From an optimization exercise on the open Yosys and OpenROAD flow, aimed at small area; shortcuts taken in it are not production practice. RTL that was checked went through simulation tests only; none was proved equivalent to the original. The RTL of run 1 was laid out without a check of its function. Power is estimated from default activity; no workload was simulated.

[config.mk]
export PLATFORM = sky130hd
export DESIGN_NAME = parking_meter
export DESIGN_NICKNAME = parking_meter
export VERILOG_FILES = /design/flow/design.v
export SDC_FILE = /design/flow/constraint.sdc
export NUM_CORES = 4
export LEC_CHECK = 0
export CAP_MARGIN = 20
export CORE_MARGIN = 2
export CORE_UTILIZATION = 40
export SLEW_MARGIN = 20
[flow/run.sh]
#!/bin/bash
# Standard ORFS layout with three changes:
#  - synthesis is the standard synthesis except that abc maps the logic
#    with an area-oriented script (flow/area.abc); registers are untouched;
#  - the port buffers are the smallest buffer;
#  - CTS inserts no dummy loads and uses small clock buffers.
set -euo pipefail
cd "$(dirname "$0")/.."
W=$PWD
{
  echo "proc abc {args} {"
  echo "  set i [lsearch -exact \$args -script]"
  echo "  if {\$i >= 0} { lset args [expr {\$i + 1}] $W/flow/area.abc }"
  echo "  yosys abc {*}\$args"
  echo "}"
  cat synth_recipe.tcl
} > area_synth.tcl
sed "s#SYNTH_SCRIPT=[^ ]*#SYNTH_SCRIPT=$W/area_synth.tcl#" standard.sh > area_standard.sh
grep -q "SYNTH_SCRIPT=$W/area_synth.tcl" area_standard.sh
export BUFFER_PORTS_ARGS="-buffer_cell sky130_fd_sc_hd__buf_1"
export CTS_ARGS="-sink_clustering_enable -repair_clock_nets -dont_use_dummy_load -buf_list sky130_fd_sc_hd__clkbuf_4 -root_buf sky130_fd_sc_hd__clkbuf_4"
bash area_standard.sh > standard.log 2>&1
[constraint.sdc]
create_clock -name core_clock -period 12.0 [get_ports {clk}]
set_input_delay 2.4000 -clock core_clock [delete_from_list [all_inputs] [get_ports {clk}]]
set_output_delay 2.4000 -clock core_clock [all_outputs]
set_load 0.01 [all_outputs]
[flow/area.abc]
strash
&get -n
&deepsyn -I 4 -J 50
&put
dch -f
map -a
topo
[design.v]
module parking_meter(
input		clk,
input		rst,
input		rst1,
input		rst2,
input		add1,
input		add2,
input		add3,
input		add4,
output	[3:0]	val1,
output	[3:0]	val2,
output	[3:0]	val3,
output	[3:0]	val4,
output	[6:0]	led_seg,
output		a1,a2,a3,a4
);
reg [3:0] d0, d1, d2, d3;      
reg [6:0] p;                   
reg       hi_prev;             
reg       se;                  
reg [1:0] sen_num;
reg       en_prev;             
reg       rst_prev;            
reg [3:0] dreg;                
function [3:0] up1 (input [2:0] h);
	up1 = {h[2], h[1] & h[0], h[1] ^ h[0], ~h[2] & ~h[0]};
endfunction
function [3:0] up2 (input [2:0] h);
	up2 = {h[2] | h[1] & h[0], h[1] & ~h[0], ~h[2] & ~h[1], h[2] | h[0] & ~h[1]};
endfunction
function [3:0] up3 (input [2:0] h);
	up3 = {h[2] | h[1], h[0] & ~h[1], h[2] | ~h[1] & ~h[0], ~h[2] & ~(h[1] ^ h[0])};
endfunction
function [3:0] dn1 (input [2:0] h);      
	dn1 = {h[2] | h[1] | h[0], ~h[2] & ~h[1] & ~h[0], h[2] | h[1] & h[0], h[2] | h[1] & ~h[0]};
endfunction
wire key_en = rst2 | rst1 | add4 | add3 | add2 | add1;
wire p99 = p[6] & p[5] & p[1] & p[0];
wire p49 = ~p[6] & p[5] & p[4] & ~p[3] & ~p[2] & ~p[1] & p[0];
wire p0  = ~|p;
wire p1  = ~|p[6:1] & p[0];
wire zd0 = ~|d0, zd1 = ~|d1, zd2 = ~|d2, zd3 = ~|d3;
wire z   = zd0 & zd1 & zd2 & zd3;
wire hi  = |d3 | d2[3] | d2[2] | d2[1] | (d2[0] & d1[3]);
wire dec = ~key_en & p99 & ~z;
wire [2:0] hC = d1[3:1];
wire [3:0] uC1 = up1(hC), uC3 = up3(hC), mC = dn1(hC);
wire decC = dec & zd0;                          
wire mC_sel = add3 | (decC & ~d1[0]);
wire [3:0] nC = add4 ? {1'b0, hC} : mC_sel ? mC : add2 ? uC1 : add1 ? uC3 : {1'b0, hC};
wire c1 = ~add4 & nC[3] & (add3 | add2 | add1);
wire a32 = add3 | add2;
wire [1:0] nB = add4 ? 2'd3 : {a32 & c1, a32 ^ c1};
wire [2:0] hB = d2[3:1];
wire [2:0] tB = d2[0] + nB;                     
wire decB = decC & zd1;
wire [3:0] uB1 = up1(hB), uB2 = up2(hB), dB = dn1(hB);
wire [3:0] sB = (decB & ~d2[0]) ? dB : (tB[2:1] == 1) ? uB1 : (tB[2:1] == 2) ? uB2 : {1'b0, hB};
wire c2 = sB[3] & ~decB;
wire [2:0] hA = d3[3:1];
wire decA = decB & zd2;
wire [3:0] uA1 = up1(hA), dA = dn1(hA);
wire [3:0] dA0 = dn1(d0[3:1]);
wire c3 = c2 & d3[3] & d3[0];
wire [2:0] sA = (decA & ~d3[0]) ? dA[2:0] : (c2 & d3[0]) ? uA1[2:0] : hA;
always @(posedge clk) begin
	if (rst) begin
		{d3, d2, d1, d0} <= 0;
	end else if (rst1) begin
		{d3, d2, d1, d0} <= 16'h0016;
	end else if (rst2) begin
		{d3, d2, d1, d0} <= 16'h0150;
	end else if (c3) begin
		{d3, d2, d1, d0} <= 16'h9999;
	end else begin
		if (dec) d0 <= {d0[0] ? d0[3:1] : dA0[2:0], ~d0[0]};
		d1 <= {nC[2:0], d1[0] ^ decC};
		d2 <= {sB[2:0], d2[0] ^ (decB | nB[0])};
		d3 <= {sA, d3[0] ^ (decA | c2)};
	end
end
wire [6:0] pinc = {p[6] ^ &p[5:0], p[5] ^ &p[4:0], p[4] ^ &p[3:0], p[3] ^ &p[2:0],
                   p[2] ^ &p[1:0], p[1] ^ p[0], ~p[0]};
always @(posedge clk) begin
	if (rst | key_en | p99) p <= 0;
	else p <= pinc;
end
always @(posedge clk) begin
	if (rst) hi_prev <= 0;
	else     hi_prev <= hi;
end
always @(posedge clk) begin
	if (rst)
		se <= 1;
	else if (p0)
		se <= se | hi_prev;
	else if (hi)
		se <= 1;
	else if (z) begin
		if (p99) se <= 0;
		else if (p49) se <= 1;
	end else if (p1)
		se <= ~d0[0];
end
always @(posedge clk) begin
	rst_prev <= rst;
	en_prev <= se;
	if (rst) begin
		sen_num <= 0;
		dreg <= 8;
	end else begin
		sen_num <= {sen_num[1] ^ sen_num[0], ~sen_num[0]};
		if (se)
			dreg <= sen_num[1] ? (sen_num[0] ? d0 : d1) : (sen_num[0] ? d2 : d3);
	end
end
assign a4 = ~rst_prev & ~(en_prev & ~sen_num[1] &  sen_num[0]);
assign a3 = ~rst_prev & ~(en_prev &  sen_num[1] & ~sen_num[0]);
assign a2 = ~rst_prev & ~(en_prev &  sen_num[1] &  sen_num[0]);
assign a1 = ~rst_prev & ~(en_prev & ~sen_num[1] & ~sen_num[0]);
assign val1 = d0;
assign val2 = d1;
assign val3 = d2;
assign val4 = d3;
wire [3:0] q = dreg;
wire i3 = ~q[3] & ~q[2] & ~q[1];
assign led_seg[0] = i3 | q[2] & q[1] & q[0];
assign led_seg[1] = ~q[3] & ~q[2] & (q[1] | q[0]) | q[1] & q[0];
assign led_seg[2] = q[0] | q[2] & ~q[1];
assign led_seg[3] = i3 & q[0] | q[2] & ~q[1] & ~q[0] | q[2] & q[1] & q[0];
assign led_seg[4] = ~q[2] & q[1] & ~q[0];
assign led_seg[5] = q[2] & (q[1] ^ q[0]);
assign led_seg[6] = i3 & q[0] | q[2] & ~q[1] & ~q[0];
endmodule
[standard.sh]
#!/bin/bash
# synth_recipe.tcl (not shown) runs the flow's synth.tcl, then flattens the netlist and writes it again
# the make line also repeats each setting of config.mk as NAME=value (left out here)
make -C /OpenROAD-flow-scripts/flow DESIGN_CONFIG=/design/flow/config.mk WORK_HOME=/design/flow/orfs CLKGATE_MAP_FILE= SYNTH_SCRIPT=/design/flow/synth_recipe.tcl "${@:-finish}"
==> summary.md, run 1 <==
| Metric | Value |
|---|---|
| 1st-iter DRT viols | 102 |
| Kind of critical path | in -> reg |
| Final WL | 4800 um |
| Sequential Power Share | 0.569 |
| Net Count, Synth | slightly below 300 |
| # hold bufs at CTS | 0 |
| Die height | approximately 73 um |
| Fillcell total | 492 |
| Crit-path slowest cell | or2_2 |
| Yosys cell types | 29 |
| YS warnings | 1 |
| Die W | between 70 and 80 um |
| Pre-Repair DR Iteration Count | 4 |
| Avg Synthesized Cell Area | 7.18 um^2 |
| CP Launch Type | input pin |
| Vias in the first global route | 1794 |
| ANT cells | 0 |
| Async S/R FF share, synth | 0 |
| Commonest non-fill, non-tap cell in the layout | clkinv_1 |
| Clock Latency Late Sink | between 0.3 and 0.4 ns |
| WP data required | roughly 12 ns |
| Clock transition at path regs | ~0.10 ns |
| CTS sink count | 33 |
| Worst slew pin tran | just under 0.6 ns |
| Clk pwr share | 0.257 |
| Slew Limit Fails | 0 |
| Hold slack | 0.388 ns |
| RD Place Congestion | 0.916 |
| Post-DP HPWL | about 3800 um |
| Critical Path Source | add2 |
| Post-route minimum period | 6.87 ns |
| I/O Pins | 35 |
| CP Capture Type | flop |
| R2R Path Start | d1[3]$_SDFFE_PP0P_ |
| Unrepaired setup endpoints after global routing | no |
| Remaining antenna violation count | 0 |
| Hold Violations, Final | 0 |
| Status | finished clean |
| Logic pwr share | 0.174 |
| GR Overflow Total | 0 |
| MaxCap Viol Count | 0 |
| CP Data Arrival Time | about 7.1 ns |
| Ys flop type | dfxtp_1 |
| Syn-to-layout area delta | 12.1% |
| P_leak | approximately 0.79 nW |
| TritonCTS clock tree | done |
| Port-buffer cells | 34 |
| Post-synth EDFFs | 0 |
| First-pass GRT wire length | a little over 8000 um |
| Switching Fraction | 0.297 |
| Final setup vio count | 0 |
| Worst rel slew slack | 0.599 |
| Core Rows | 25 |
| Nets | about 340 |
| Critical Path Fanout Max | 7 |
| Setup TNS | 0 ns |
| Avg WL per Cell | between 10 and 15 um |
| Final Skew | between 0.01 and 0.015 ns |
| Switch Pwr | approximately 0.00006 W |
| Global Route Usage Sum | 0.195 |
| Clk root buf | clkbuf_4 |
| Layout cells sized above 1 | 0.0326 |
| Hold path start | se$_SDFFE_PP1P_ |
| Final period utilization | 0.573 |
| Post-Syn Instances | around 270 |
| Synthesized area | approximately 1900 um^2 |
| Cell mode on critical path | nor2_1 |
| Post-CTS Setup Repair Bufs | 0 |
| DP Cell Count | between 300 and 400 |
| H-tree depth | 2 |
| Slowest stage delay, CP | 0.32 ns |
| Peak Freq | around 150 MHz |
| Die Area | 5380 um^2 |
| CTS Buf Count | 5 |
| Post_cts resized | 0 |
| Core area | approximately 4700 um^2 |
| Post-synthesis sequential area ratio | 0.343 |
| Power density of the placed cells | 95.7 nW/um^2 |
| Pint | approximately 0.00015 W |
| VDD IR max | roughly 52 uV |
| Crit path buffers/inverters | 5 |
| Clock Tree Buf Depth | 2 |
| Initial antenna violation count | 0 |
| Hold WC Path Type | reg -> reg |
| DRC errors left | 0 |
| Non-Filler Instances | around 360 |
| Most frequent cells in the layout | 46 x clkinv_1, 41 x nor2_1, 34 x buf_1 |
| Initial core utilization | 0.410 |
| #FFs+latches synth | 33 |
| Vias per cell | between 5 and 6 |
| Largest net degree at the start of global routing | 13 |
| DR vias | 1899 |
| CP top delay family | simple AND/OR/NAND/NOR gates |
[layout make-up]
| cell class | instances | area [um^2] | area share |
|---|---|---|---|
| multi-input cells | 189 | 1090 | 0.506 |
| flip-flops and latches | 33 | 661 | 0.306 |
| inverters | 46 | 173 | 0.0800 |
| repair buffers | 34 | 128 | 0.0592 |
| well taps | 54 | 67.6 | 0.0313 |
| clock buffers | 5 | 37.5 | 0.0174 |
[power by group through the flow]
stage / clock network [W] / logic (W) / registers, W
finish: 0.0000530 / 0.0000358 / 0.000118
global route: 0.0000594 / 0.0000410 / 0.000118
CTS: 0.0000558 / 0.0000356 / 0.000118
detailed placement: 0 / 0.0000355 / 0.000120
global placement: 0 / 0.0000357 / 0.000120
floorplan: 0 / 0.0000240 / 0.000120
[kinds of logic after synthesis]
| group | count (synthesis) | share of synthesized area |
|---|---|---|
| AO/OA/AOI/OAI | 66 | 0.205 |
| XOR/XNOR | 3 | 0.0137 |
| adder cells (fa/ha/maj) | 18 | 0.117 |
| buffers and inverters | 46 | 0.0897 |
| flip-flops | 33 | 0.343 |
| AND/OR/NAND/NOR | 102 | 0.231 |
[stage by stage]
step | power, W | setup WS (ns) | utilization | cell area [um^2]
detailed placement | 0.000156 | 4.87 | 0.452 | 2120
floorplan | 0.000144 | 5.75 | - | 1920
finish | 0.000206 | 5.13 | 0.460 | 2160
global route | 0.000219 | 4.35 | 0.460 | 2160
global placement | 0.000156 | 5.07 | 0.452 | 2120
CTS | 0.000209 | 5.21 | 0.460 | 2160
[per-layer routing]
metal	vias up	routed length, um	track usage
met2	42	2150	0.311
met4	0	55	0.0606
met5	-	0	0
li1	996	-	-
met3	7	179	0.0412
met1	854	2410	0.265
[synth_stat cells (2+ instances only)]
master     n  area [um^2]
clkinv_1  46          173
nor2_1    41          154
dfxtp_1   33          661
nand2_1   25         93.8
a21oi_1   21          105
o21ai_0   19         95.1
ha_1      18          225
nor3_1    17         85.1
nand3_1    8         40.0
a31oi_1    6         37.5
nand4_1    5         31.3
a22oi_1    4         30.0
o22ai_1    4         25.0
or2_2      3         18.8
a211oi_1   2         15.0
o32ai_1    2         17.5
xnor2_1    2         17.5
[sequential cells by signal (all words and copies together) (netlist names)]
name / flops
p: 7
d0: 4
d1: 4
d2: 4
d3: 4
dreg: 4
sen_num: 2
en_prev: 1
hi_prev: 1
rst_prev: 1
se: 1
[final timing paths]
path                   endpoint  slack, ns  depth (start not counted)
min             en_prev$_DFF_P_       0.39                          0
min reg2reg     en_prev$_DFF_P_       0.39                          0
max          d3[2]$_SDFFE_PP0P_       5.13                         28
max reg2reg  d3[2]$_SDFFE_PP0P_       7.11                         27
==> inputs of run 2 (changes only) <==
--- a/design.v
+++ b/design.v
@@ -35,10 +35,10 @@
 	dn1 = {h[2] | h[1] | h[0], ~h[2] & ~h[1] & ~h[0], h[2] | h[1] & h[0], h[2] | h[1] & ~h[0]};
 endfunction
 wire key_en = rst2 | rst1 | add4 | add3 | add2 | add1;
-wire p99 = p[6] & p[5] & p[1] & p[0];
-wire p49 = ~p[6] & p[5] & p[4] & ~p[3] & ~p[2] & ~p[1] & p[0];
-wire p0  = ~|p;
-wire p1  = ~|p[6:1] & p[0];
+wire p0  = ~p[6] & ~p[4] & ~p[2] & ~p[1] & ~p[0];
+wire p1  = ~p[6] & ~p[5] & ~p[3] & ~p[2] & ~p[1] & p[0];
+wire p49 = ~p[6] & p[5] & ~p[4] & ~p[2] & p[1];
+wire p99 = p[6] & ~p[5] & ~p[4] & p[3] & ~p[2] & p[1] & p[0];
 wire zd0 = ~|d0, zd1 = ~|d1, zd2 = ~|d2, zd3 = ~|d3;
 wire z   = zd0 & zd1 & zd2 & zd3;
 wire hi  = |d3 | d2[3] | d2[2] | d2[1] | (d2[0] & d1[3]);
@@ -79,11 +79,9 @@
 		d3 <= {sA, d3[0] ^ (decA | c2)};
 	end
 end
-wire [6:0] pinc = {p[6] ^ &p[5:0], p[5] ^ &p[4:0], p[4] ^ &p[3:0], p[3] ^ &p[2:0],
-                   p[2] ^ &p[1:0], p[1] ^ p[0], ~p[0]};
 always @(posedge clk) begin
 	if (rst | key_en | p99) p <= 0;
-	else p <= pinc;
+	else p <= {p[5:0], ~(p[6] ^ p[5])};
 end
 always @(posedge clk) begin
 	if (rst) hi_prev <= 0;
==> flow/run.sh (replaced) <==
#!/bin/bash
# Standard ORFS layout (the standard.sh) with these changes:
#  - synthesis is the standard synthesis, except that abc maps the logic
#    with an area-oriented script (flow/area.abc) and yosys does not map
#    adders to half/full-adder cells first; registers are untouched;
#  - the port buffers are the smallest buffer (buf_1);
#  - CTS inserts no dummy loads and uses clkbuf_4 clock buffers.
# Each tool's full output stays in the ORFS logs under orfs/logs/, and the
# make output in standard.log.
set -euo pipefail
cd "$(dirname "$0")/.."
W=$PWD
{
  cat <<'TCL'
# point the abc call of ORFS's synth.tcl at flow/area.abc
proc _area_abc_args {name1 name2 op} {
  upvar #0 abc_args a
  set i [lsearch -exact $a -script]
  if {$i >= 0 && [lindex $a [expr {$i + 1}]] ne $::env(AREA_ABC_SCRIPT)} {
    lset a [expr {$i + 1}] $::env(AREA_ABC_SCRIPT)
  }
}
trace add variable ::abc_args write _area_abc_args
TCL
  cat synth_recipe.tcl
} > area_synth.tcl
sed "s#SYNTH_SCRIPT=[^ ]*#SYNTH_SCRIPT=$W/area_synth.tcl ADDER_MAP_FILE=#" standard.sh > area_standard.sh
grep -q "SYNTH_SCRIPT=$W/area_synth.tcl ADDER_MAP_FILE=" area_standard.sh
export AREA_ABC_SCRIPT="$W/flow/area.abc"
export BUFFER_PORTS_ARGS="-buffer_cell sky130_fd_sc_hd__buf_1"
export CTS_ARGS="-sink_clustering_enable -repair_clock_nets -dont_use_dummy_load -sink_clustering_size 50 -sink_clustering_max_diameter 500 -buf_list sky130_fd_sc_hd__clkbuf_8 -root_buf sky130_fd_sc_hd__clkbuf_8"
bash area_standard.sh > standard.log 2>&1
grep -q "abc -script $W/flow/area.abc" orfs/logs/*/parking_meter/base/1_2_yosys.log
==> flow/area.abc (replaced) <==
strash
&get -n
&deepsyn -I 4 -J 50
&put
dch -f
amap -m -F 200 -A 50
topo
==> summary.md, run 2 <==
| Metric | Value |
|---|---|
| Worst slew pin tran | 0.552 ns (-0.0438 ns) |
| Placed inst area | 1870 um^2 (-12%) |
| Clk root buf | clkbuf_8 |
| Final setup vio count | 0 (unchanged) |
| CP top delay family | simple AND/OR/NAND/NOR gates |
| Max FFs per register | 7 (unchanged) |
| VDD IR max | 56.0 uV (+7.6%) |
| Setup TNS | 0 ns (unchanged) |
| WHS Endpoint | en_prev$_DFF_P_ |
| Slew Limit Fails | 0 (unchanged) |
| MaxCap Viol Count | 0 (unchanged) |
| Switch Pwr | 0.0000567 W (-7.3%) |
| Clock Tree Buf Depth | 2 (unchanged) |
| DR vias | 1728 (-9.0%) |
| Top post-synthesis cells by area | dfxtp_1 39%, clkinv_1 8.5%, nor2_1 8.5% |
| Pre-Repair DR Iteration Count | 4 (unchanged) |
| Clk pwr share | 0.337 (+0.080) |
| WP data required | 12.18 ns (-0.04 ns) |
| Highest metal used | met4 |
| Slowest stage delay, CP | 0.41 ns (+0.09 ns) |
| Crit-path slowest cell | or3_1 |
| Synthesized area | 1680 um^2 (-13%) |
| Hold path start | se$_SDFFE_PP1P_ |
| Post-synthesis sequential area ratio | 0.394 (+0.0504) |
| Sequential Power Share | 0.537 (-0.032) |
| Critical Path Fanout Max | 5 (-2) |
| Final period utilization | 0.530 (-0.0429) |
| Most frequent cells in the layout | 38 x clkinv_1, 38 x nor2_1, 34 x buf_1 |
| DRC errors left | 0 (unchanged) |
| Yosys cell types | 29 (unchanged) |
| Largest Register | p |
| Avg Synthesized Cell Area | 7.30 um^2 (+1.6%) |
| Die height | 68.8 um (-6.3%) |
| FF-to-FF path depth | 23 (-15%) |
| Post-CTS Setup Repair Bufs | 0 (unchanged) |
| Die Area | 4730 um^2 (-12%) |
| Ys flop type | dfxtp_1 |
| Fillcell total | 426 (-13%) |
| Nets | 279 (-17%) |
| Async S/R FF share, synth | 0 (unchanged) |
| Port-buffer cells | 34 (unchanged) |
| First-pass GRT wire length | 6400 um (-21%) |
| CP Launch Type | input pin |
| Switching Fraction | 0.262 (-0.0347) |
| Global Route Usage Sum | 0.188 (-0.00763) |
| Clock transition at path regs | 0.07 ns (-0.03 ns) |
| Largest net degree at the start of global routing | 13 (unchanged) |
| H-tree depth | 2 (unchanged) |
| R2R Path Start | d1[2]$_SDFFE_PP0P_ |
| Unrepaired setup endpoints after global routing | no |
| Core area | 4030 um^2 (-14%) |
| Worst rel slew slack | 0.629 (+0.0302) |
| CP Data Arrival Time | 6.53 ns (-0.56 ns) |
| Core Rows | 23 (-8.0%) |
| I/O Pins | 35 (unchanged) |
| #FFs+latches synth | 33 (unchanged) |
| Final Skew | 0.0127 ns (+0.00199 ns) |
| Post-route minimum period | 6.36 ns (-0.515 ns) |
| CP Capture Type | flop |
| Post-Syn Instances | 230 (-14%) |
| Final instance area | 1940 um^2 (-10%) |
| TritonCTS clock tree | done |
| YS warnings | 1 (unchanged) |
| CTS sink count | 33 (unchanged) |
| Largest area contributor in the netlist | dfxtp_1 |
| RD Place Congestion | 0.861 (-6.0%) |
| Avg WL per Cell | 12.9 um (-3.0%) |
| 1st-iter DRT viols | 95 (-6.9%) |
| Logic pwr share | 0.126 (-0.048) |
| Met2 routed WL | 1710 um (-21%) |
| Top cell type's share of synthesized area | 0.394 (+0.0504) |
| # hold bufs at CTS | 0 (unchanged) |
| Clock Latency Late Sink | 0.28 ns (-0.05 ns) |
| Kind of critical path | in -> reg |
| Remaining antenna violation count | 0 (unchanged) |
| Initial core utilization | 0.416 (+0.00633) |
| Met3 routed WL | 266 um (+49%) |
| Layout cells sized above 1 | 0.0186 (-0.0140) |
| Post-synth EDFFs | 0 (unchanged) |
| Hold Violations, Final | 0 (unchanged) |
| Final WL | 4110 um (-14%) |
| Vias in the first global route | 1406 (-22%) |
| Net Count, Synth | 238 (-19%) |
| Syn-to-layout area delta | 15.4% |
| R2r setup slk | 7.33 ns (+0.22 ns) |
| Pint | 0.000160 W (+10%) |
| Worst reg2reg endpoint | d1[2]$_SDFFE_PP0P_ |
| Cell mode on critical path | nor2_1 |
| Vias per cell | 5.42 (+3.0%) |
| Die W | 68.8 um (-6.3%) |
| Power density of the placed cells | 112 nW/um^2 (+17%) |
| Hold WC Path Type | reg -> reg |
| GR Overflow Total | 0 (unchanged) |
| Peak Freq | 157 MHz (+8.1%) |
| Crit path buffers/inverters | 6 (+1) |
| Post-DP HPWL | 3210 um (-16%) |
| Post-synth top cells | 38 x clkinv_1, 38 x nor2_1, 33 x dfxtp_1 |
| P_leak | 0.629 nW (-20%) |
| Status | finished clean |
| ANT cells | 0 (unchanged) |
| Initial antenna violation count | 0 (unchanged) |
| WL met1 | 2070 um (-14%) |
| Hold path cells | 0 (unchanged) |
| CTS Buf Count | 5 (unchanged) |
| Post_cts resized | 0 (unchanged) |
-- run 2: cell count changes after synthesis, moves of 6 or more --
cell | before | now
nand2_1 | 25 | 16
o21a_1 | 0 | 7
a21oi_1 | 21 | 14
a221oi_1 | 1 | 7
ha_1 | 18 | 0
clkinv_1 | 46 | 38
o21ai_0 | 19 | 11
o22ai_1 | 4 | 11
nor3_1 | 17 | 10
nor2b_1 | 0 | 6
-- run 2: cell type report --
| cell class | count | area [um^2] | share of cell area |
|---|---|---|---|
| sequential | 33 | 661 | 0.341 |
| timing repair buffer | 34 | 128 | 0.0659 |
| inverter | 38 | 143 | 0.0736 |
| multi-input combinational | 159 | 875 | 0.452 |
| clock buffer | 5 | 68.8 | 0.0355 |
| tap | 50 | 62.6 | 0.0323 |
-- run 2: routing by layer --
layer,GRT usage,up-vias
met1,0.246,758
met4,0.0809,0
li1,-,910
met3,0.0617,7
met5,0,-
met2,0.281,53
-- run 2: worst max-delay path by stage --
stage / startpoint / endpoint / slack (ns) / cells past startpoint
final: add2 / d1[2]$_SDFFE_PP0P_ / 5.64 / 25
after detailed placement: add2 / d1[2]$_SDFFE_PP0P_ / 5.39 / 25
after global placement: add2 / d1[2]$_SDFFE_PP0P_ / 5.57 / 25
after global routing: add2 / d1[2]$_SDFFE_PP0P_ / 4.97 / 25
after floorplan: add2 / d1[2]$_SDFFE_PP0P_ / 6.11 / 24
after CTS: add2 / d1[2]$_SDFFE_PP0P_ / 5.68 / 25
-- run 2: power by group through the flow --
| stage | logic [W] | clock network, W | registers (W) |
|---|---|---|---|
| CTS | 0.0000272 | 0.0000768 | 0.000116 |
| global placement | 0.0000272 | 0 | 0.000119 |
| finish | 0.0000274 | 0.0000729 | 0.000116 |
| detailed placement | 0.0000271 | 0 | 0.000119 |
| floorplan | 0.0000184 | 0 | 0.000118 |
| global route | 0.0000314 | 0.0000807 | 0.000117 |
-- run 2: cell families (layout without fill, tap and decap cells) --
group / after synthesis / after routing / synth area share
and+or+nand+nor: 88 / 88 / 0.237
AOI/OAI and AO/OA: 71 / 71 / 0.284
buffers and inverters: 38 / 77 / 0.0850
DFF: 33 / 33 / 0.394
-- run 2: per-stage QoR --
stage | cells | hold slack [ns] | setup slack (ns) | util | total power [W]
4_1_cts | 319 | 0.413 | 5.68 | 0.481 | 0.000220
6_report | 319 | 0.413 | 5.64 | 0.481 | 0.000217
5_1_grt | 319 | 0.429 | 4.97 | 0.481 | 0.000229
3_5_place_dp | 314 | 0.401 | 5.39 | 0.464 | 0.000146
2_1_floorplan | 230 | 0.367 | 6.11 | - | 0.000137
3_3_place_gp | 314 | 0.394 | 5.57 | 0.464 | 0.000146
==> inputs of run 3 (changes only) <==
--- a/flow/run.sh
+++ b/flow/run.sh
@@ -28,6 +28,6 @@
 grep -q "SYNTH_SCRIPT=$W/area_synth.tcl ADDER_MAP_FILE=" area_standard.sh
 export AREA_ABC_SCRIPT="$W/flow/area.abc"
 export BUFFER_PORTS_ARGS="-buffer_cell sky130_fd_sc_hd__buf_1"
-export CTS_ARGS="-sink_clustering_enable -repair_clock_nets -dont_use_dummy_load -sink_clustering_size 50 -sink_clustering_max_diameter 500 -buf_list sky130_fd_sc_hd__clkbuf_8 -root_buf sky130_fd_sc_hd__clkbuf_8"
+export CTS_ARGS="-sink_clustering_enable -repair_clock_nets -dont_use_dummy_load -buf_list sky130_fd_sc_hd__clkbuf_4 -root_buf sky130_fd_sc_hd__clkbuf_4"
 bash area_standard.sh > standard.log 2>&1
 grep -q "abc -script $W/flow/area.abc" orfs/logs/*/parking_meter/base/1_2_yosys.log
==> summary.md, run 3 <==
| Metric | Value |
|---|---|
| VDD IR max | 46.1 uV (-18%) |
| H-tree depth | 2 (unchanged) |
| Top post-synthesis cells by area | dfxtp_1 39%, clkinv_1 8.5%, nor2_1 8.5% |
| Port-buffer cells | 34 (unchanged) |
| Die height | 68.8 um (unchanged) |
| Core Rows | 23 (unchanged) |
| Vias in the first global route | 1416 (+0.71%) |
| Clk root buf | clkbuf_4 |
| Net Count, Synth | 238 (unchanged) |
| Layout cells sized above 1 | 0.0186 (unchanged) |
| CP Data Arrival Time | 6.55 ns (+0.02 ns) |
| Die Area | 4730 um^2 (unchanged) |
| Worst slew pin tran | 0.551 ns (-0.0000495 ns) |
| Initial core utilization | 0.416 (unchanged) |
| Pre-Repair DR Iteration Count | 4 (unchanged) |
| Largest area contributor in the netlist | dfxtp_1 |
| Largest net degree at the start of global routing | 13 (unchanged) |
| P_leak | 0.616 nW (-2.1%) |
| First-pass GRT wire length | 6430 um (+0.42%) |
| Hold path cells | 0 (unchanged) |
| Clock Latency Late Sink | 0.33 ns (+0.05 ns) |
| 1st-iter DRT viols | 103 (+8.4%) |
| DR vias | 1747 (+1.1%) |
| GR Overflow Total | 0 (unchanged) |
| Max FFs per register | 7 (unchanged) |
| Yosys cell types | 29 (unchanged) |
| Power density of the placed cells | 103 nW/um^2 (-7.4%) |
| Post_cts resized | 0 (unchanged) |
| Status | finished clean |
| Post-route minimum period | 6.32 ns (-0.0389 ns) |
| Final period utilization | 0.527 (-0.00324) |
| DP Cell Count | 314 (unchanged) |
| # hold bufs at CTS | 0 (unchanged) |
| Cell mode on critical path | nor2_1 |
| Post-synthesis sequential area ratio | 0.394 (unchanged) |
| Vias per cell | 5.48 (+1.1%) |
| Post-synth EDFFs | 0 (unchanged) |
| ANT cells | 0 (unchanged) |
| CP Capture Type | flop |
| Clock transition at path regs | 0.10 ns (+0.03 ns) |
| Register area | 661 um^2 (unchanged) |
| Remaining antenna violation count | 0 (unchanged) |
| Global Route Usage Sum | 0.186 (-0.00170) |
| Hold WC Path Type | reg -> reg |
| Final WL | 4150 um (+0.92%) |
| CTS Buf Count | 5 (unchanged) |
| Slowest stage delay, CP | 0.42 ns (about the same) |
| Unrepaired setup endpoints after global routing | no |
| Syn-to-layout area delta | 13.6% |
| I/O Pins | 35 (unchanged) |
| RD Place Congestion | 0.861 (unchanged) |
| Core area | 4030 um^2 (unchanged) |
| TritonCTS clock tree | done |
| Async S/R FF share, synth | 0 (unchanged) |
| Final setup vio count | 0 (unchanged) |
| Kind of critical path | in -> reg |
| Top cell type's share of synthesized area | 0.394 (unchanged) |
| Non-Filler Instances | 319 (unchanged) |
| Avg Synthesized Cell Area | 7.30 um^2 (unchanged) |
| Clock Tree Buf Depth | 2 (unchanged) |
| Post-DP HPWL | 3210 um (unchanged) |
| MaxCap Viol Count | 0 (unchanged) |
| Critical Path Fanout Max | 5 (unchanged) |
| CP Launch Type | input pin |
| DRC errors left | 0 (unchanged) |
| #FFs+latches synth | 33 (unchanged) |
| CTS sink count | 33 (unchanged) |
| Post-CTS Setup Repair Bufs | 0 (unchanged) |
| Most frequent cells in the layout | 38 x clkinv_1, 38 x nor2_1, 34 x buf_1 |
| FF-to-FF path depth | 23 (unchanged) |
| Worst rel slew slack | 0.629 (about the same) |
| Largest Register | p |
| WP data required | 12.23 ns (+0.05 ns) |
| Post-Syn Instances | 230 (unchanged) |
| Crit-path slowest cell | or3_1 |
| Final Skew | 0.0199 ns (+0.00720 ns) |
| Post-synth top cells | 38 x clkinv_1, 38 x nor2_1, 33 x dfxtp_1 |
| YS warnings | 1 (unchanged) |
| Synthesized area | 1680 um^2 (unchanged) |
| Die W | 68.8 um (unchanged) |
| Ys flop type | dfxtp_1 |
| Peak Freq | 158 MHz (+0.62%) |
| Nets | 279 (unchanged) |
| Hold Violations, Final | 0 (unchanged) |
| Multi-input gate area | 875 um^2 (unchanged) |
| Initial antenna violation count | 0 (unchanged) |
| Slew Limit Fails | 0 (unchanged) |
| Avg WL per Cell | 13.0 um (+0.92%) |
| Setup TNS | 0 ns (unchanged) |
| Fillcell total | 432 (+1.4%) |
## run 3: cell counts after synthesis
Identical to the previous run, type by type.
## run 3: final timing paths
path                                          from            endpoint  slack, ns
worst min register to register     se$_SDFFE_PP1P_     en_prev$_DFF_P_       0.42
worst max-delay path                          add2  d1[2]$_SDFFE_PP0P_       5.68
worst min-delay path               se$_SDFFE_PP1P_     en_prev$_DFF_P_       0.42
worst max register to register  d1[2]$_SDFFE_PP0P_  d1[2]$_SDFFE_PP0P_       7.28
## run 3: cells by family after synthesis
kind of cell           after synthesis  share of synthesized area
AOI/OAI and AO/OA                   71                      0.284
buffers and inverters               38                     0.0850
DFF                                 33                      0.394
and+or+nand+nor                     88                      0.237
## run 3: layout make-up
type / count / share of cell area
Inverter: 38 / 0.0749
Multi-Input combinational cell: 159 / 0.459
Tap cell: 50 / 0.0328
Sequential cell: 33 / 0.347
Clock buffer: 5 / 0.0197
Timing Repair Buffer: 34 / 0.0670
## run 3: critical path, delay by kind of cell
family / cells / cell delay [ns]
compound gates: 7 / 1.21
buf+inv: 6 / 0.67
simple gates: 12 / 2.27
## run 3: per-stage QoR
step / total power (W) / utilization / hold WS [ns] / area, um^2 / setup slack [ns]
3_3_place_gp: 0.000146 / 0.464 / 0.394 / 1870 / 5.57
2_1_floorplan: 0.000137 / - / 0.367 / 1680 / 6.11
4_1_cts: 0.000199 / 0.473 / 0.417 / 1910 / 5.73
3_5_place_dp: 0.000146 / 0.464 / 0.401 / 1870 / 5.39
5_1_grt: 0.000208 / 0.473 / 0.434 / 1910 / 5.03
6_report: 0.000197 / 0.473 / 0.417 / 1910 / 5.68
## run 3: layer usage
| layer | wire [um] | part of all wire | track usage | up-vias |
|---|---|---|---|---|
| met3 | 230 | 0.055 | 0.0519 | 9 |
| met4 | 67 | 0.016 | 0.0637 | 0 |
| met2 | 1760 | 0.42 | 0.292 | 47 |
| li1 | - | - | - | 915 |
| met1 | 2090 | 0.50 | 0.245 | 776 |
| met5 | 0 | 0 | 0 | - |
## run 3: report_power, final
group | internal, W | switching, W
sequential | 0.000113 | 0.00000357
clock | 0.0000196 | 0.0000341
combinational | 0.00000990 | 0.0000176
==> inputs of run 4 (changes only) <==
==> design.v (replaced) <==
module parking_meter(
input		clk,
input		rst,
input		rst1,
input		rst2,
input		add1,
input		add2,
input		add3,
input		add4,
output	[3:0]	val1,
output	[3:0]	val2,
output	[3:0]	val3,
output	[3:0]	val4,
output	[6:0]	led_seg,
output		a1,a2,a3,a4
);
reg [3:0] d0, d1, d2, d3;      
reg [6:0] p;                   
reg       hi_prev;             
reg       se;                  
reg [1:0] sen_num;
reg       en_prev;             
reg       rst_prev;            
reg [3:0] dreg;                
wire p0  = ~p[6] & ~p[4] & ~p[2] & ~p[1] & ~p[0];
wire p1  = ~p[6] & ~p[5] & ~p[3] & ~p[2] & ~p[1] & p[0];
wire p49 = ~p[6] & p[5] & ~p[4] & ~p[2] & p[1];
wire p99 = p[6] & ~p[5] & ~p[4] & p[3] & ~p[2] & p[1] & p[0];
wire zd0 = ~|d0, zd1 = ~|d1, zd2 = ~|d2, zd3 = ~|d3;
wire z   = zd0 & zd1 & zd2 & zd3;
wire hi  = |d3 | d2[3] | d2[2] | d2[1] | (d2[0] & d1[3]);
wire key_en = rst2 | rst1 | add4 | add3 | add2 | add1;
wire dec = ~key_en & p99 & ~z;
wire A4 = add4;
wire A3 = ~add4 & add3;
wire A2 = ~add4 & ~add3 & add2;
wire A1 = ~add4 & ~add3 & ~add2 & add1;
wire [3:0] D = d0;
wire eD = dec & ~D[0];
wire [3:0] tD = {eD & ~D[1] & ~D[2], eD & ~D[1] & (D[2] | D[3]), eD & (D[1] | D[2] | D[3]), dec};
wire [3:0] C = d1;
wire decC = dec & zd0;
wire eC = decC & ~C[0];
wire mC = A3 | eC;
wire nzC = C[3] | C[2] | C[1];
wire [3:0] tC;
assign tC[0] = decC;
assign tC[1] = (A2 & ~C[3]) | (A1 & ~C[3] & ~C[2]) | (mC & nzC);
assign tC[2] = (A2 & C[1]) | (A1 & (~C[1] | C[2])) | (A3 & (C[3] | C[2] & ~C[1])) | (eC & ~C[1] & (C[2] | C[3]));
assign tC[3] = (A2 & (C[3] | C[2] & C[1])) | (A1 & (C[3] | ~C[2] & C[1])) | (mC & ~C[2] & ~C[1]);
wire c1 = (A2 & C[3]) | (A1 & (C[3] | C[2])) | (A3 & nzC);
wire [3:0] B = d2;
wire decB = decC & zd1;
wire eB = decB & ~B[0];
wire q3 = A4;
wire q2 = (A3 | A2) & c1;
wire q1 = ((A3 | A2) & ~c1) | (A1 & c1);
wire [3:0] tB;
assign tB[0] = q1 | q3 | decB;
assign tB[1] = (q1 & B[0] & ~B[3]) | (q2 & ~B[3]) | (q3 & ((~B[0] & ~B[3]) | (B[2] & B[1]) | (B[3] & B[0]))) | (eB & (B[1] | B[2] | B[3]));
assign tB[2] = (q1 & B[0] & B[1]) | (q2 & B[1]) | (q3 & ~B[3] & (B[0] | B[1])) | (eB & ~B[1] & (B[2] | B[3]));
assign tB[3] = (q1 & B[0] & (B[3] | B[2] & B[1])) | (q2 & (B[3] | B[2] & B[1])) | (q3 & (B[3] | B[2] & (B[0] ^ B[1]))) | (eB & ~B[1] & ~B[2]);
wire c2 = (q1 & B[3] & B[0]) | (q2 & B[3]) | (q3 & (B[3] | B[2] & B[1] & B[0]));
wire [3:0] A = d3;
wire decA = decB & zd2;
wire eA = decA & ~A[0];
wire [3:0] tA;
assign tA[0] = c2 | decA;
assign tA[1] = (c2 & A[0] & ~A[3]) | (eA & (A[1] | A[2] | A[3]));
assign tA[2] = (c2 & A[0] & A[1]) | (eA & ~A[1] & (A[2] | A[3]));
assign tA[3] = (c2 & A[0] & (A[3] | A[2] & A[1])) | (eA & ~A[1] & ~A[2]);
wire c3 = c2 & A[3] & A[0];
wire ld = rst | rst1 | rst2 | c3;
wire s9 = ~rst & ~rst1 & ~rst2;
wire l1 = ~rst & rst1;
wire l2 = ~rst & ~rst1 & rst2;
wire [15:0] K = {s9, 2'b00, s9,  s9, 2'b00, l2 | s9,  s9, l2, 1'b0, ~rst,  s9, l1, l1, s9};
always @(posedge clk)
	{d3, d2, d1, d0} <= ld ? K : {A ^ tA, B ^ tB, C ^ tC, D ^ tD};
always @(posedge clk) begin
	if (rst | key_en | p99) p <= 0;
	else p <= {p[5:0], ~(p[6] ^ p[5])};
end
always @(posedge clk) begin
	if (rst) hi_prev <= 0;
	else     hi_prev <= hi;
end
always @(posedge clk) begin
	if (rst)
		se <= 1;
	else if (p0)
		se <= se | hi_prev;
	else if (hi)
		se <= 1;
	else if (z) begin
		if (p99) se <= 0;
		else if (p49) se <= 1;
	end else if (p1)
		se <= ~d0[0];
end
always @(posedge clk) begin
	rst_prev <= rst;
	en_prev <= se;
	if (rst) begin
		sen_num <= 0;
		dreg <= 8;
	end else begin
		sen_num <= {sen_num[1] ^ sen_num[0], ~sen_num[0]};
		if (se)
			dreg <= sen_num[1] ? (sen_num[0] ? d0 : d1) : (sen_num[0] ? d2 : d3);
	end
end
assign a4 = ~rst_prev & ~(en_prev & ~sen_num[1] &  sen_num[0]);
assign a3 = ~rst_prev & ~(en_prev &  sen_num[1] & ~sen_num[0]);
assign a2 = ~rst_prev & ~(en_prev &  sen_num[1] &  sen_num[0]);
assign a1 = ~rst_prev & ~(en_prev & ~sen_num[1] & ~sen_num[0]);
assign val1 = d0;
assign val2 = d1;
assign val3 = d2;
assign val4 = d3;
wire [3:0] q = dreg;
wire i3 = ~q[3] & ~q[2] & ~q[1];
assign led_seg[0] = i3 | q[2] & q[1] & q[0];
assign led_seg[1] = ~q[3] & ~q[2] & (q[1] | q[0]) | q[1] & q[0];
assign led_seg[2] = q[0] | q[2] & ~q[1];
assign led_seg[3] = i3 & q[0] | q[2] & ~q[1] & ~q[0] | q[2] & q[1] & q[0];
assign led_seg[4] = ~q[2] & q[1] & ~q[0];
assign led_seg[5] = q[2] & (q[1] ^ q[0]);
assign led_seg[6] = i3 & q[0] | q[2] & ~q[1] & ~q[0];
endmodule
==> summary.md, run 4 <==
| Metric | Value |
|---|---|
| Status | finished clean |
| Compound-gate portion of the synthesized area | 0.289 (+0.00487) |
| # hold bufs at CTS | 0 (unchanged) |
| Initial core utilization | 0.412 (-0.00436) |
| Post-Syn Instances | 223 (-3.0%) |
| Most common cell in the netlist | clkinv_1 |
| Post-synth EDFFs | 0 (unchanged) |
| Final period utilization | 0.400 (-0.126) |
| CP Launch Type | input pin |
| Clock Latency Late Sink | 0.33 ns (about the same) |
| Final setup vio count | 0 (unchanged) |
| Yosys cell types | 33 (+14%) |
| GR Overflow Total | 0 (unchanged) |
| Port-buffer cells | 34 (unchanged) |
| YS warnings | 1 (unchanged) |
| CP Capture Type | flop |
| Largest Register | p |
| WP data required | 12.19 ns (-0.04 ns) |
| CP Data Arrival Time | 4.99 ns (-1.56 ns) |
| Top post-synthesis cells by area | dfxtp_1 40%, clkinv_1 8.9%, nor2_1 7.8% |
| ANT cells | 0 (unchanged) |
| Most frequent cells in the layout | 39 x clkinv_1, 34 x nor2_1, 34 x buf_1 |
| Multi-input gate area | 830 um^2 (-5.2%) |
| Fillcell total | 434 (+0.46%) |
| Unrepaired setup endpoints after global routing | no |
| Max FFs per register | 7 (unchanged) |
| Synthesized area | 1640 um^2 (-2.5%) |
| 1st-iter DRT viols | 149 (+45%) |
| Setup TNS | 0 ns (unchanged) |
| Non-Filler Instances | 313 (-1.9%) |
| DP Cell Count | 308 (-1.9%) |
| Post-synthesis sequential area ratio | 0.404 (+0.00993) |
| Synth Area in XOR/XNOR | 0 (unchanged) |
| I/O Pins | 35 (unchanged) |
| Core Rows | 23 (unchanged) |
| Post-synth top cells | 39 x clkinv_1, 34 x nor2_1, 33 x dfxtp_1 |
| First-pass GRT wire length | 6460 um (+0.44%) |
| DRC errors left | 0 (unchanged) |
| H-tree depth | 2 (unchanged) |
| Worst reg2reg endpoint | d1[2]$_DFF_P_ |
| RD Place Congestion | 0.926 (+7.6%) |
| Die Area | 4620 um^2 (-2.3%) |
| Pre-Repair DR Iteration Count | 4 (unchanged) |
| Hold Violations, Final | 0 (unchanged) |
| Post-DP HPWL | 3180 um (-1.1%) |
| Peak Freq | 208 MHz (+32%) |
| Top cell type's share of synthesized area | 0.404 (+0.00993) |
| FF-to-FF path depth | 15 (-35%) |
| Core area | 3970 um^2 (-1.4%) |
| R2r setup slk | 8.77 ns (+1.49 ns) |
| CTS Buf Count | 5 (unchanged) |
| TritonCTS clock tree | done |
| Global Route Usage Sum | 0.189 (+0.00332) |
| Post-route minimum period | 4.80 ns (-1.52 ns) |
| Worst slew pin tran | 0.580 ns (+0.0290 ns) |
| Slew Limit Fails | 0 (unchanged) |
| Syn-to-layout area delta | 14.4% |
| VDD IR max | 56.0 uV (+22%) |
| Avg Synthesized Cell Area | 7.34 um^2 (+0.60%) |
| R2R Path Start | d1[3]$_DFF_P_ |
| Worst rel slew slack | 0.613 (-0.0162) |
| Power density of the placed cells | 110 nW/um^2 (+6.0%) |
| Largest area contributor in the netlist | dfxtp_1 |
| Die W | 68.0 um (-1.2%) |
| Post_cts resized | 0 (unchanged) |
| MaxCap Viol Count | 0 (unchanged) |
| #FFs+latches synth | 33 (unchanged) |
| Remaining antenna violation count | 0 (unchanged) |
| Critical Path Source | add2 |
| Commonest non-fill, non-tap cell in the layout | clkinv_1 |
| Layout cells sized above 1 | 0.0228 (+0.00423) |
| DR vias | 1662 (-4.9%) |
| Clock transition at path regs | 0.10 ns (about the same) |
| Final Skew | 0.0196 ns (-0.000302 ns) |
| Synth Area in Adders | 0 (unchanged) |
| Async S/R FF share, synth | 0 (unchanged) |
| Hold WC Path Type | reg -> reg |
| Die height | 68.0 um (-1.2%) |
| Post-CTS Setup Repair Bufs | 0 (unchanged) |
| Multiplexer area fraction after synthesis | 0.00688 (+0.00688) |
| Critical Path Fanout Max | 5 (unchanged) |
| Vias in the first global route | 1416 (unchanged) |
| Register area | 661 um^2 (unchanged) |
| Synth Area in Simple Gates | 0.211 (-0.0261) |
| Clk root buf | clkbuf_4 |
| Net Count, Synth | 231 (-2.9%) |
| Vias per cell | 5.31 (-3.0%) |
| Largest family of logic cells by synthesized area | compound AO/OA/AOI/OAI gates |
| Critical Path Sink | d1[2]$_DFF_P_ |
| Avg WL per Cell | 13.2 um (+1.2%) |
| Kind of critical path | in -> reg |
| CTS sink count | 33 (unchanged) |
| Initial antenna violation count | 0 (unchanged) |
| Nets | 273 (-2.2%) |
| Ys flop type | dfxtp_1 |
| Largest net degree at the start of global routing | 13 (unchanged) |
| Final WL | 4120 um (-0.68%) |
| Clock Tree Buf Depth | 2 (unchanged) |
| P_leak | 0.635 nW (+3.1%) |
run 4: cell families after synthesis:
| logic type | after synthesis |
|---|---|
| AO/OA/AOI/OAI | 72 |
| buffers and inverters | 39 |
| flip-flops | 33 |
| multiplexers | 1 |
| AND/OR/NAND/NOR | 78 |
run 4: routing by layer:
layer | GRT usage | routed length, um
met3 | 0.0493 | 199
met2 | 0.306 | 1850
met5 | 0 | 0
met4 | 0.0600 | 57
met1 | 0.246 | 2010
run 4: metrics by stage:
stage	hold WS (ns)	total power, W	util	area [um^2]	worst slack [ns]
floorplan	0.364	0.000143	-	1640	7.38
global placement	0.387	0.000154	0.462	1830	6.97
detailed placement	0.390	0.000154	0.462	1830	6.88
CTS	0.404	0.000206	0.471	1870	7.20
global route	0.416	0.000215	0.471	1870	6.77
finish	0.407	0.000205	0.471	1870	7.20
run 4: power by group:
group | internal, W | switching (W)
Sequential | 0.000114 | 0.00000438
Combinational | 0.0000122 | 0.0000211
Clock | 0.0000195 | 0.0000344
Total | 0.000145 | 0.0000599
run 4: how the worst min path moves through the flow:
| stage | endpoint | slack (ns) | start | cells past startpoint |
|---|---|---|---|---|
| CTS | en_prev$_DFF_P_ | 0.40 | se$_SDFFE_PP1P_ | 0 |
| global placement | en_prev$_DFF_P_ | 0.39 | se$_SDFFE_PP1P_ | 0 |
| detailed placement | en_prev$_DFF_P_ | 0.39 | se$_SDFFE_PP1P_ | 0 |
| global route | en_prev$_DFF_P_ | 0.42 | se$_SDFFE_PP1P_ | 0 |
| finish | en_prev$_DFF_P_ | 0.41 | se$_SDFFE_PP1P_ | 0 |
| floorplan | en_prev$_DFF_P_ | 0.36 | se$_SDFFE_PP1P_ | 0 |
run 4: area by class of cell:
class / instances / area share
tap: 50 / 0.0334
multi-input combinational: 151 / 0.443
sequential: 33 / 0.353
timing repair buffer: 35 / 0.0722
inverter: 39 / 0.0782
clock buffer: 5 / 0.0201
run 4: critical path, stage by stage:
cell	delay [ns]
buf_1	0.11
nor2_1	0.16
clkinv_1	0.09
nor3_1	0.37
o211ai_1	0.21
nor2_1	0.18
nand2_1	0.12
nor3_1	0.22
clkinv_1	0.12
nor2_1	0.17
a21oi_1	0.11
a211oi_1	0.27
a31o_1	0.17
o21ai_0	0.08
a31oi_1	0.16
nor3_1	0.06
==> inputs of run 5 (changes only) <==
==> flow/area.abc (replaced) <==
strash
&get -n
&deepsyn -I 8 -J 100
&dch -f
&nf -p -R 1000 -F 8 -A 8
&put
topo
==> summary.md, run 5 <==
| Metric | Value |
|---|---|
| Status | finished clean |
| Hold WC Path Type | reg -> reg |
| RD Place Congestion | 0.801 (-13%) |
| Pre-Repair DR Iteration Count | 4 (unchanged) |
| Post-synth EDFFs | 0 (unchanged) |
| Syn-to-layout area delta | 14.1% |
| Placed inst area | 1810 um^2 (-1.4%) |
| Post-DP HPWL | 2970 um (-6.7%) |
| Final period utilization | 0.445 (+0.0450) |
| Die W | 67.6 um (-0.54%) |
| Max FFs per register | 7 (unchanged) |
| Final setup vio count | 0 (unchanged) |
| YS warnings | 1 (unchanged) |
| Largest area contributor in the netlist | dfxtp_1 |
| I/O Pins | 35 (unchanged) |
| Clock Latency Late Sink | 0.33 ns (about the same) |
| DR vias | 1572 (-5.4%) |
| Top post-synthesis cells by area | dfxtp_1 41%, a21oi_1 7.1%, mux4_2 5.6% |
| Async S/R FF share, synth | 0 (unchanged) |
| 1st-iter DRT viols | 58 (-61%) |
| Final instance area | 1850 um^2 (-1.4%) |
| Power density of the placed cells | 106 nW/um^2 (-3.3%) |
| # hold bufs at CTS | 0 (unchanged) |
| Post-route minimum period | 5.34 ns (+0.540 ns) |
| Port-buffer cells | 34 (unchanged) |
| CP Launch Type | input pin |
| Final Skew | 0.0135 ns (-0.00605 ns) |
| CTS sink count | 33 (unchanged) |
| Unrepaired setup endpoints after global routing | no |
| Slew Limit Fails | 0 (unchanged) |
| P_leak | 0.654 nW (+3.0%) |
| #FFs+latches synth | 33 (unchanged) |
| Most common cell in the netlist | dfxtp_1 |
| CP Data Arrival Time | 5.54 ns (+0.55 ns) |
| Setup TNS | 0 ns (unchanged) |
| Peak Freq | 187 MHz (-10%) |
| Largest net degree at the start of global routing | 15 (+2) |
| Clock transition at path regs | 0.10 ns (about the same) |
| Yosys cell types | 33 (unchanged) |
| Register area | 661 um^2 (unchanged) |
| First-pass GRT wire length | 6580 um (+1.8%) |
| Core Rows | 23 (unchanged) |
| Worst rel slew slack | 0.467 (-0.146) |
| Clk root buf | clkbuf_4 |
| Worst Slack Setup Final | 6.66 ns (-0.540 ns) |
| Most frequent cells in the layout | 34 x buf_1, 33 x dfxtp_1, 24 x nor2_1 |
| Post-synth top cells | 33 x dfxtp_1, 24 x nor2_1, 23 x a21oi_1 |
| Avg Synthesized Cell Area | 8.34 um^2 (+14%) |
| WP data required | 12.20 ns (about the same) |
| Initial antenna violation count | 0 (unchanged) |
| Clock Tree Buf Depth | 2 (unchanged) |
| Avg WL per Cell | 14.1 um (+7.2%) |
| Post-synthesis sequential area ratio | 0.408 (+0.00468) |
| H-tree depth | 2 (unchanged) |
| Post-CTS Setup Repair Bufs | 0 (unchanged) |
| Hold Violations, Final | 0 (unchanged) |
| Vias per cell | 5.55 (+4.6%) |
| Largest Register | p |
| Critical Path Fanout Max | 11 (+6) |
| Final total power | 0.000196 W (-4.7%) |
| Net Count, Synth | 202 (-13%) |
| Global Route Usage Sum | 0.193 (+0.00412) |
| Multi-input gate area | 920 um^2 (+11%) |
| Kind of critical path | in -> reg |
| DRC errors left | 0 (unchanged) |
| Non-Filler Instances | 283 (-9.6%) |
| Remaining antenna violation count | 0 (unchanged) |
| CP Capture Type | flop |
| Die height | 67.6 um (-0.54%) |
| Die Area | 4570 um^2 (-1.1%) |
| TritonCTS clock tree | done |
| Worst slew pin tran | 0.792 ns (+0.211 ns) |
| Core area | 3940 um^2 (-0.72%) |
| Place WS | 6.33 ns (-0.551 ns) |
| GR Overflow Total | 0 (unchanged) |
| Post-Syn Instances | 194 (-13%) |
| Top cell type's share of synthesized area | 0.408 (+0.00468) |
| DP Cell Count | 278 (-9.7%) |
| VDD IR max | 39.0 uV (-30%) |
| Post_cts resized | 0 (unchanged) |
| Initial core utilization | 0.410 (-0.00175) |
| Commonest non-fill, non-tap cell in the layout | buf_1 |
| Vias in the first global route | 1371 (-3.2%) |
| Synthesized area | 1620 um^2 (-1.1%) |
| Final WL | 3990 um (-3.0%) |
| Nets | 243 (-11%) |
| Fillcell total | 404 (-6.9%) |
| ANT cells | 0 (unchanged) |
| Layout cells sized above 1 | 0.0386 (+0.0158) |
| MaxCap Viol Count | 0 (unchanged) |
| CTS Buf Count | 5 (unchanged) |
| Ys flop type | dfxtp_1 |
## run 5: cells by family (layout without fill, tap and decap cells)
kind of cell    count (synthesis)  after routing  share of synthesized area
simple gates                   82             82                      0.258
xor+xnor                        5              5                     0.0271
mux                             4              4                     0.0557
flops                          33             33                      0.408
buf+inv                        10             49                     0.0232
compound gates                 60             60                      0.227
## run 5: layout make-up
| class | instances | area share |
|---|---|---|
| multi-input cells | 151 | 0.498 |
| well taps | 50 | 0.0339 |
| repair buffers | 34 | 0.0692 |
| flip-flops and latches | 33 | 0.358 |
| inverters | 10 | 0.0203 |
| clock buffers | 5 | 0.0203 |
## run 5: worst max-delay path: stages
cell and delay (ns):
buf_1 0.20, nor4_1 0.74, o211ai_1 0.30, or3_1 0.44, nand2b_1 0.22, nor2_1 0.13, a21oi_1 0.07, or3_1 0.34
o21a_1 0.23, a21oi_1 0.17, o21ai_0 0.09, a21oi_1 0.16, nor3_1 0.06
## run 5: worst paths after layout
check	from	end	slack (ns)	depth (start not counted)
worst max-delay path	add4	d2[0]$_DFF_P_	6.66	13
worst min-delay path	se$_SDFFE_PP1P_	en_prev$_DFF_P_	0.43	0
worst max register to register	d1[2]$_DFF_P_	d2[0]$_DFF_P_	8.75	14
worst min register to register	se$_SDFFE_PP1P_	en_prev$_DFF_P_	0.43	0
## run 5: report_power, final
part	internal (W)	total, W	switching, W
Combinational	0.0000103	0.0000248	0.0000144
Clock	0.0000195	0.0000520	0.0000325
Sequential	0.000113	0.000119	0.00000594
Total	0.000143	0.000196	0.0000528
## run 5: routing by layer
| metal | global-route usage | up-vias | wire length, um |
|---|---|---|---|
| li1 | - | 796 | - |
| met2 | 0.299 | 53 | 1770 |
| met5 | 0 | - | 0 |
| met1 | 0.263 | 719 | 1940 |
| met3 | 0.0500 | 4 | 238 |
| met4 | 0.0612 | 0 | 40 |
## run 5: per-stage QoR
| step | hold slack [ns] | util |
|---|---|---|
| floorplan | 0.381 | - |
| global placement | 0.426 | 0.459 |
| detailed placement | 0.426 | 0.459 |
| CTS | 0.427 | 0.468 |
| global route | 0.446 | 0.468 |
| finish | 0.430 | 0.468 |

## port drivers added, routing unchanged
In the flow no input, the clock included, has a driving cell. The finished layouts below were timed again as built, in two steps.
Step 1 sets driving cells, clkbuf_16 on the clock port and buf_2 on the other inputs (assumed; they add their load-dependent delay and slew).
Step 2 moves the port delays by t, midway between the first and last clock arrival at a register: inputs arrive t later, outputs are due t later. That takes back most of the time a late clock gives input paths.
Three values: ideal ports, drivers, drivers and shift; two values: the first two.
| run | shift t [ns] | setup WS [ns] | hold WS [ns] | worst setup path at the end | cell pins on the clock port's net |
|---|---|---|---|---|---|
| run 1 | 0.348 | 5.128 / 5.132 / 4.784 | 0.388 / 0.388 / 0.388 | input to register | 1 |
| run 2 | 0.297 | 5.643 / 5.648 / 5.351 | 0.413 / 0.413 / 0.413 | input to register | 1 |
| run 3 | 0.343 | 5.682 / 5.685 / 5.342 | 0.417 / 0.417 / 0.417 | input to register | 1 |
| run 4 | 0.348 | 7.197 / 7.200 / 6.852 | 0.407 / 0.407 / 0.407 | input to register | 1 |
| run 5 | 0.344 | 6.657 / 6.663 / 6.319 | 0.430 / 0.430 / 0.430 | input to register | 1 |
After both steps every run listed still meets setup and hold. The setup slack of run 4, which loses most, moves by +0.003 ns with the drivers and by -0.345 ns with both steps.
